This is an optimization exercise on Yosys and OpenROAD, whose aim is small area and a short achievable clock period, not a production implementation. Function was checked by simulation only, so behaviour that the tests miss may differ from the original.

==> tundra <==
## filter
module filter #(parameter DATA_WIDTH = 16) (
    input clk,
    input rst_n,
    input signed [DATA_WIDTH-1:0] FilterIn,
    input ValidIn,
    output signed [32:0] data_out,
    output reg ValidOut);
wire [15:0] xm = ValidIn ? FilterIn : 16'd0;
reg [15:0] d1;
reg [15:0] d2;
reg [15:0] d3;
reg [15:0] d4;
reg [15:0] d5;
reg [15:0] d6;
reg [15:0] d7;
reg [15:0] d8;
reg [15:0] d9;
reg [15:0] d10;
reg [15:0] d11;
reg [15:0] d12;
reg [15:0] d13;
reg [15:0] d14;
reg [16:0] pr4;
reg [16:0] pr5;
reg [16:0] pr6;
reg [16:0] pr7;
reg [16:0] pr3;
reg [16:0] pl2;
reg r2_0_0;
reg r2_0_1;
reg r2_1_0;
reg r2_2_0;
reg r2_3_0;
reg r2_4_0;
reg r2_4_1;
reg r2_5_0;
reg r2_5_1;
reg r2_6_0;
reg r2_6_1;
reg r2_7_0;
reg r2_7_1;
reg r2_8_0;
reg r2_8_1;
reg r2_9_0;
reg r2_10_0;
reg r2_10_1;
reg r2_10_2;
reg r2_11_0;
reg r2_11_1;
reg r2_12_0;
reg r2_12_1;
reg r2_12_2;
reg r2_13_0;
reg r2_13_1;
reg r2_14_0;
reg r2_14_1;
reg r2_14_2;
reg r2_15_0;
reg r2_15_1;
reg r2_15_2;
reg r2_15_3;
reg r2_16_0;
reg r2_16_1;
reg r2_16_2;
reg r2_17_0;
reg r2_17_1;
reg r2_17_2;
reg r2_18_0;
reg r2_18_1;
reg r2_19_0;
reg r2_19_1;
reg r2_19_2;
reg r2_20_0;
reg r2_20_1;
reg r2_21_0;
reg r2_21_1;
reg r2_22_0;
reg r2_22_1;
reg r2_22_2;
reg r2_23_0;
reg r2_23_1;
reg r2_23_2;
reg r2_24_0;
reg r2_24_1;
reg r2_24_2;
reg r2_25_0;
reg r2_26_0;
reg r2_26_1;
reg r2_27_0;
reg r2_27_1;
reg r2_28_0;
reg r2_29_0;
reg r2_29_1;
reg r2_29_2;
reg r2_30_0;
reg r2_30_1;
reg r2_31_0;
reg r1_0_0;
reg r1_0_1;
reg r1_1_0;
reg r1_1_1;
reg r1_2_0;
reg r1_2_1;
reg r1_3_0;
reg r1_3_1;
reg r1_4_0;
reg r1_4_1;
reg r1_5_0;
reg r1_5_1;
reg r1_6_0;
reg r1_6_1;
reg r1_7_0;
reg r1_7_1;
reg r1_8_0;
reg r1_8_1;
reg r1_9_0;
reg r1_9_1;
reg r1_10_0;
reg r1_10_1;
reg r1_11_0;
reg r1_11_1;
reg r1_12_0;
reg r1_12_1;
reg r1_13_0;
reg r1_13_1;
reg r1_14_0;
reg r1_14_1;
reg r1_15_0;
reg r1_15_1;
reg r1_16_0;
reg r1_16_1;
reg r1_17_0;
reg r1_17_1;
reg r1_18_0;
reg r1_18_1;
reg r1_19_0;
reg r1_19_1;
reg r1_20_0;
reg r1_20_1;
reg r1_21_0;
reg r1_21_1;
reg r1_22_0;
reg r1_22_1;
reg r1_23_0;
reg r1_23_1;
reg r1_24_0;
reg r1_24_1;
reg r1_25_0;
reg r1_25_1;
reg r1_26_0;
reg r1_26_1;
reg r1_27_0;
  ...
==> flow/config.mk <==
export PLATFORM = sky130hd
export DESIGN_NAME = filter
export DESIGN_NICKNAME = filter
export VERILOG_FILES = /design/flow/design.v
export SDC_FILE = /design/flow/constraint.sdc
export NUM_CORES = 4
export LEC_CHECK = 0
export CAP_MARGIN = 20
export CORE_MARGIN = 2
export CORE_UTILIZATION = 30
export SETUP_SLACK_MARGIN = 5
export SLEW_MARGIN = 20
export SYNTH_HIERARCHICAL = 1
export TNS_END_PERCENT = 100
==> flow/constraint.sdc <==
create_clock -name core_clock -period 10.5 [get_ports {clk}]
set_input_delay 2.1000 -clock core_clock [delete_from_list [all_inputs] [get_ports {clk}]]
set_output_delay 2.1000 -clock core_clock [all_outputs]
set_load 0.01 [all_outputs]
standard.sh (not shown) runs the stock make flow with config.mk's settings and CLKGATE_MAP_FILE= SYNTH_SCRIPT=/design/flow/synth_recipe.tcl, a recipe that flattens the netlist after the stock synthesis.
==> flow/flow/run.sh <==
#!/bin/bash
# Layout: the standard flow (standard.sh) unchanged, except that timing repair
# aims at a larger setup margin (a shorter period than the 10.5 ns clock) and the
# port buffers are plain buffers instead of delay cells.  make's full output goes
# to make_finish.log here; each ORFS step keeps its own log under orfs/logs/.
set -uo pipefail
bash standard.sh SETUP_SLACK_MARGIN=6.25 'BUFFER_PORTS_ARGS=-buffer_cell sky130_fd_sc_hd__buf_4' finish > make_finish.log 2>&1
status=$?
tail -n 40 make_finish.log
exit $status
==> inputs of garnet, as changes to tundra <==
--- a/flow/config.mk
+++ b/flow/config.mk
@@ -9,3 +9,3 @@
 export CORE_MARGIN = 2
-export CORE_UTILIZATION = 30
+export CORE_UTILIZATION = 65
 export SETUP_SLACK_MARGIN = 5
==> results.txt <==
status complete, no violations; vias in the first global route 23380; post-route setup slack 6.220 ns; grt met3 use 6.723%; clock latency on the worst-skew pair 0.63 ns; initial cell density of the core 66.07%; Crit path required time 11.07 ns; CTS Buf Count 55; Setup Fix Bufs, Post-CTS 9
-- figures above: garnet

==> results.txt <==
clock latency on the worst-skew pair 0.64 ns; initial cell density of the core 30.16%; status complete, no violations; Crit path required time 11.01 ns; vias in the first global route 22290; post-route setup slack 6.309 ns
-- figures above: tundra


==> run a: inputs <==
Another version of the RTL of filter (not shown whole).
==> flow/config.mk <==
export PLATFORM = sky130hd
export DESIGN_NAME = filter
export DESIGN_NICKNAME = filter
export VERILOG_FILES = /design/flow/design.v
export SDC_FILE = /design/flow/constraint.sdc
export NUM_CORES = 4
export LEC_CHECK = 0
export CAP_MARGIN = 20
export CORE_MARGIN = 2
export CORE_UTILIZATION = 25
export SETUP_SLACK_MARGIN = 5
export SLEW_MARGIN = 20
export SYNTH_HIERARCHICAL = 1
export TNS_END_PERCENT = 100
==> flow/constraint.sdc <==
create_clock -name core_clock -period 10.5 [get_ports {clk}]
set_input_delay 2.1000 -clock core_clock [delete_from_list [all_inputs] [get_ports {clk}]]
set_output_delay 2.1000 -clock core_clock [all_outputs]
set_load 0.01 [all_outputs]
Scripts as last shown in full above: flow/flow/run.sh
==> run b (differences from run a) <==
- CORE_UTILIZATION: 25 -> 65
==> comparison <==
Run a completed with no timing, DRC or antenna violations. Run b completed with no timing, DRC or antenna violations.
Between run a and run b, the lower worst hold slack is in run b (gap 0.74 ps).
Against run b, the global-route usage of run a is lower by 21 points.
Synthesized area is the same in run a and run b.
Between run a and run b, the lower worst setup slack is in run a (gap 0.63 ps).
In critical path depth, run a and run b do not differ.
Maximum frequency is about the same in run a and run b.
Of run a and run b, run b has the higher sequential share of layout area (gap 1.3 points).
==> figures <==
metric	run a	run b
Global-route total usage across every layer	12.9%	33.8%
Final WS setup	6260 ps	6260 ps
Global routing usage on met2	20.8%	56.9%
Number of DRC markers after the initial detailed-route iteration	1386	1238
Routed metal-1 wire length	42300 um	36100 um
Share of the clock period used by the worst path after layout	40.4%	40.4%
Outcome	timing/DRC/antenna clean	timing/DRC/antenna clean
Relative slew slack	37.9%	35.1%
Post-placement worst setup slack	4900 ps	4950 ps
Slowest cell on the critical path	sky130_fd_sc_hd__fa_2	sky130_fd_sc_hd__fa_1
Highest net fanout along the worst path	8	7
Maximum number of pins on one net before global-route repair	171	175
Critical path data arrival time	4770 ps	4750 ps
Routing usage on met3	3.03%	5.59%
Placement Cell Area	0.0398 mm^2	0.0383 mm^2

==> wip/sierra: inputs <==
filter, a different RTL version from the one above (not shown whole).
Settings: LEC_CHECK=0, CAP_MARGIN=20, CORE_MARGIN=2, CORE_UTILIZATION=65, SETUP_SLACK_MARGIN=5, SLEW_MARGIN=20, SYNTH_HIERARCHICAL=1, TNS_END_PERCENT=100; clock period 10.5 ns.
Scripts as last shown in full above: flow/flow/run.sh
==> inputs of wip/violet, as changes to wip/sierra <==
Settings changed: CORE_UTILIZATION 65 to 25.
==> notes <==
In wip/sierra the global-route usage is higher than in wip/violet, by 21 points.
Between wip/sierra and wip/violet, the lower worst hold slack is in wip/violet (gap 3.7 ps).
Sequential cell count is the same in wip/sierra and wip/violet.
Of wip/sierra and wip/violet, wip/violet has the higher non-clock buffer count (gap 3).
In register-to-register slack, wip/sierra and wip/violet hardly differ.
Synthesized cell count is the same in wip/violet and wip/sierra.
In wip/violet the clock skew is higher than in wip/sierra, by 12 ps.
Between wip/violet and wip/sierra, the lower final area is in wip/sierra (gap about 3.7%, measured against wip/sierra).
Critical path depth is the same in wip/violet and wip/sierra.

==> run K: inputs <==
RTL: one of the versions met above, not the one the previous note started from.
==> flow/config.mk <==
export PLATFORM = sky130hd
export DESIGN_NAME = filter
export DESIGN_NICKNAME = filter
export VERILOG_FILES = /design/flow/design.v
export SDC_FILE = /design/flow/constraint.sdc
export NUM_CORES = 4
export LEC_CHECK = 0
export CAP_MARGIN = 20
export CORE_MARGIN = 2
export CORE_UTILIZATION = 25
export SETUP_SLACK_MARGIN = 5
export SLEW_MARGIN = 20
export SYNTH_HIERARCHICAL = 1
export TNS_END_PERCENT = 100
==> flow/constraint.sdc <==
create_clock -name core_clock -period 10.5 [get_ports {clk}]
set_input_delay 2.1000 -clock core_clock [delete_from_list [all_inputs] [get_ports {clk}]]
set_output_delay 2.1000 -clock core_clock [all_outputs]
set_load 0.01 [all_outputs]
==> flow/flow/run.sh <==
#!/bin/bash
# Layout: the standard flow (standard.sh) unchanged, except that timing repair
# aims at a larger setup margin (a shorter period than the 10.5 ns clock) and the
# port buffers are plain buffers instead of delay cells.  make's full output goes
# to make_finish.log here; each ORFS step keeps its own log under orfs/logs/.
set -uo pipefail
bash standard.sh SETUP_SLACK_MARGIN=6.3 'BUFFER_PORTS_ARGS=-buffer_cell sky130_fd_sc_hd__buf_4' finish > make_finish.log 2>&1
status=$?
tail -n 40 make_finish.log
exit $status
==> run C (differences from run K) <==
==> flow/flow/run.sh (replaced) <==
#!/bin/bash
# Layout: the standard flow (standard.sh) unchanged, except that timing repair
# aims at a larger setup margin (a shorter period than the 10.5 ns clock) and the
# port buffers are plain buffers instead of delay cells.  make's full output goes
# to make_finish.log here; each ORFS step keeps its own log under orfs/logs/.
set -uo pipefail
bash standard.sh SETUP_SLACK_MARGIN=6.0 'BUFFER_PORTS_ARGS=-buffer_cell sky130_fd_sc_hd__buf_4' finish > make_finish.log 2>&1
status=$?
tail -n 40 make_finish.log
exit $status
Settings changed: CORE_UTILIZATION 25 to 65.
==> run B (differences from run K) <==
==> flow/flow/run.sh (replaced) <==
#!/bin/bash
# Layout: the standard flow (standard.sh) unchanged, except that timing repair
# aims at a larger setup margin (a shorter period than the 10.5 ns clock) and the
# port buffers are plain buffers instead of delay cells.  make's full output goes
# to make_finish.log here; each ORFS step keeps its own log under orfs/logs/.
set -uo pipefail
bash standard.sh SETUP_SLACK_MARGIN=6.25 'BUFFER_PORTS_ARGS=-buffer_cell sky130_fd_sc_hd__buf_4' finish > make_finish.log 2>&1
status=$?
tail -n 40 make_finish.log
exit $status
Settings changed: CORE_UTILIZATION 25 to 50.
==> out/summary.log <==
INFO  outcome        outcome=finished clean
INFO  worst_setup_path rrSetupSlack=6270ps
INFO  worst_setup_path startpoint_type=register
INFO  final_layout   multi_input_area=22,810um2
INFO  final_layout   layout.clock.cell_area_share=0.04412
INFO  final_layout   commonest_non_fill_non_tap_cells_in_the_layout=718 x sky130_fd_sc_hd__fa_1, 323 x sky130_fd_sc_hd__dfrtp_1, 183 x sky130_fd_sc_hd__inv_1
INFO  sta            min_period=4230ps
(the above is from run K)
==> out/summary.log <==
INFO  final_layout   layout.clock.cell_area_share=0.04907
INFO  outcome        outcome=finished clean
INFO  final_layout   multi_input_area=22,600um2
INFO  final_layout   commonest_non_fill_non_tap_cells_in_the_layout=727 x sky130_fd_sc_hd__fa_1, 405 x sky130_fd_sc_hd__dfrtp_1, 190 x sky130_fd_sc_hd__inv_1
INFO  final_layout   design.seq.count=553
INFO  worst_setup_path rrSetupSlack=6070ps
INFO  sta            min_period=4449ps
INFO  worst_setup_path startpoint_type=input pin
(the above is from run C)
==> out/summary.log <==
INFO  sta            min_period=4237ps
INFO  worst_setup_path rrSetupSlack=6260ps
INFO  final_layout   commonest_non_fill_non_tap_cells_in_the_layout=722 x sky130_fd_sc_hd__fa_1, 338 x sky130_fd_sc_hd__dfrtp_1, 188 x sky130_fd_sc_hd__inv_1
INFO  final_layout   final_design_area_no_fill=41,190um2
INFO  worst_setup_path startpoint_type=register
INFO  outcome        outcome=finished clean
(the above is from run B)

==> run A <==
Another version of the RTL of filter (not shown whole).
make LEC_CHECK=0 CAP_MARGIN=20 CORE_MARGIN=2 CORE_UTILIZATION=50 SETUP_SLACK_MARGIN=5 SLEW_MARGIN=20 SYNTH_HIERARCHICAL=1 finish   # period 10.5 ns
run.sh (not shown) runs the stock make flow with config.mk's settings and CLKGATE_MAP_FILE= SYNTH_SCRIPT=/design/flow/synth_recipe.tcl, a recipe that flattens the netlist after the stock synthesis.
Stock flow here: none of the scripts above is used.
==> run Z: changes against run A <==
==> flow/flow/run.sh (new file) <==
#!/bin/bash
# Layout: the standard flow (standard.sh) unchanged, except that timing repair
# aims at a larger setup margin (a shorter period than the 10.5 ns clock) and the
# port buffers are plain buffers instead of delay cells.  make's full output goes
# to make_finish.log here; each ORFS step keeps its own log under orfs/logs/.
set -uo pipefail
bash standard.sh SETUP_SLACK_MARGIN=6.0 'BUFFER_PORTS_ARGS=-buffer_cell sky130_fd_sc_hd__buf_4' finish > make_finish.log 2>&1
status=$?
tail -n 40 make_finish.log
exit $status
==> flow/standard.sh (new file) <==
#!/bin/bash
# synth_recipe.tcl (not shown) runs the flow's synth.tcl, then flattens the netlist and writes it again
# the make line also repeats each setting of config.mk as NAME=value (left out here)
make -C /OpenROAD-flow-scripts/flow DESIGN_CONFIG=/design/flow/config.mk WORK_HOME=/design/flow/orfs CLKGATE_MAP_FILE= SYNTH_SCRIPT=/design/flow/synth_recipe.tcl "${@:-finish}"
- CORE_UTILIZATION: 50 -> 65
- TNS_END_PERCENT: unset -> 100
removed: flow/run.sh
==> comparison table <==
Cell area reported after detailed placement: run Z 0.0378 mm2; run A 0.0382 mm2
Non-Filler Cell Area, Final: run Z 0.0404 mm2; run A 0.0405 mm2
Flop2flop setup slack: run Z 6.03 ns; run A 5.58 ns
Result of the run: run Z timing/DRC/antenna clean; run A timing/DRC/antenna clean
Worst-skew pair later-pin latency: run Z 0.62 ns; run A 0.63 ns
Worst path depth: run Z 10; run A 11
Wire length of the first global-routing pass: run Z 148,000 um; run A 146,000 um
Cts repair resizes: run Z 59; run A 24
TritonCTS buffer count: run Z 55; run A 58
Layout Skew: run Z 0.0171 ns; run A 0.0158 ns
Reg clk slew, reported paths: run Z 0.07 ns; run A 0.06 ns
Row count: run Z 87; run A 99
Largest fanout on the critical path: run Z 2; run A 3
Met2 Use GR: run Z 58.6%; run A 45.7%
Detail-routed via count per cell: run Z 6.11; run A 5.56
Total Wirelength: run Z 97,600 um; run A 96,500 um
Iteration-0 DRC count of the detailed router: run Z 1,449; run A 1,362
Critical Path Max Stage Delay: run Z 0.40 ns; run A 0.48 ns
Worst slack on hold paths: run Z 0.345 ns; run A 0.341 ns
Die outline area: run Z 0.0584 mm2; run A 0.0756 mm2
Largest net degree at the start of global routing: run Z 175; run A 114
Storage element area: run Z 0.0129 mm2; run A 0.0129 mm2
Layout area overhead: run Z 10.0%; run A 10.4%
Crit. Startpoint: run Z r0_0_0; run A r0_0_1

==> port drivers added, routing unchanged <==
No port has a modelled driver above. Below, the same layouts with a new extraction and two added sets of constraints. Step 1: set_driving_cell puts a clkbuf_16 on clk and a buf_2 on each other input, an assumption about the parent block. Step 2, shift: input delay + t, output delay - t, t = (earliest + latest rising clock arrival at the registers) / 2. This alone moves slack from input paths to output paths. Slacks: ideal / step 1 / step 2; pairs: ideal / step 1.
run	t (ns)	setup slack, ns	worst register clock-pin slew, ns	worst data-port slew with drivers (ns)
tundra	0.698	6.309 / 6.167 / 5.469	0.07 / 0.07	0.21
garnet	0.683	6.220 / 6.144 / 5.461	0.07 / 0.07	0.22
run a of note 2	0.704	6.260 / 6.121 / 5.418	0.07 / 0.07	0.22
run b of note 2	0.698	6.261 / 6.129 / 5.431	0.07 / 0.07	0.20
wip/sierra	0.683	6.226 / 6.105 / 5.422	0.07 / 0.07	0.25
wip/violet	0.685	6.219 / 6.043 / 5.357	0.08 / 0.08	0.28
run K of note 4	0.699	6.270 / 6.163 / 5.464	0.07 / 0.07	0.29
run C of note 4	0.671	6.051 / 6.024 / 5.354	0.07 / 0.07	0.09
run B of note 4	0.704	6.263 / 6.176 / 5.472	0.07 / 0.07	0.21
run A of note 5	0.686	4.990 / 4.925 / 4.890	0.07 / 0.07	0.05
run Z of note 5	0.675	5.225 / 5.161 / 5.769	0.07 / 0.07	0.05
After both steps setup and hold are still met in every run listed. The setup slack of wip/violet, which loses most, moves by -0.176 ns with the drivers and by -0.862 ns with both steps.
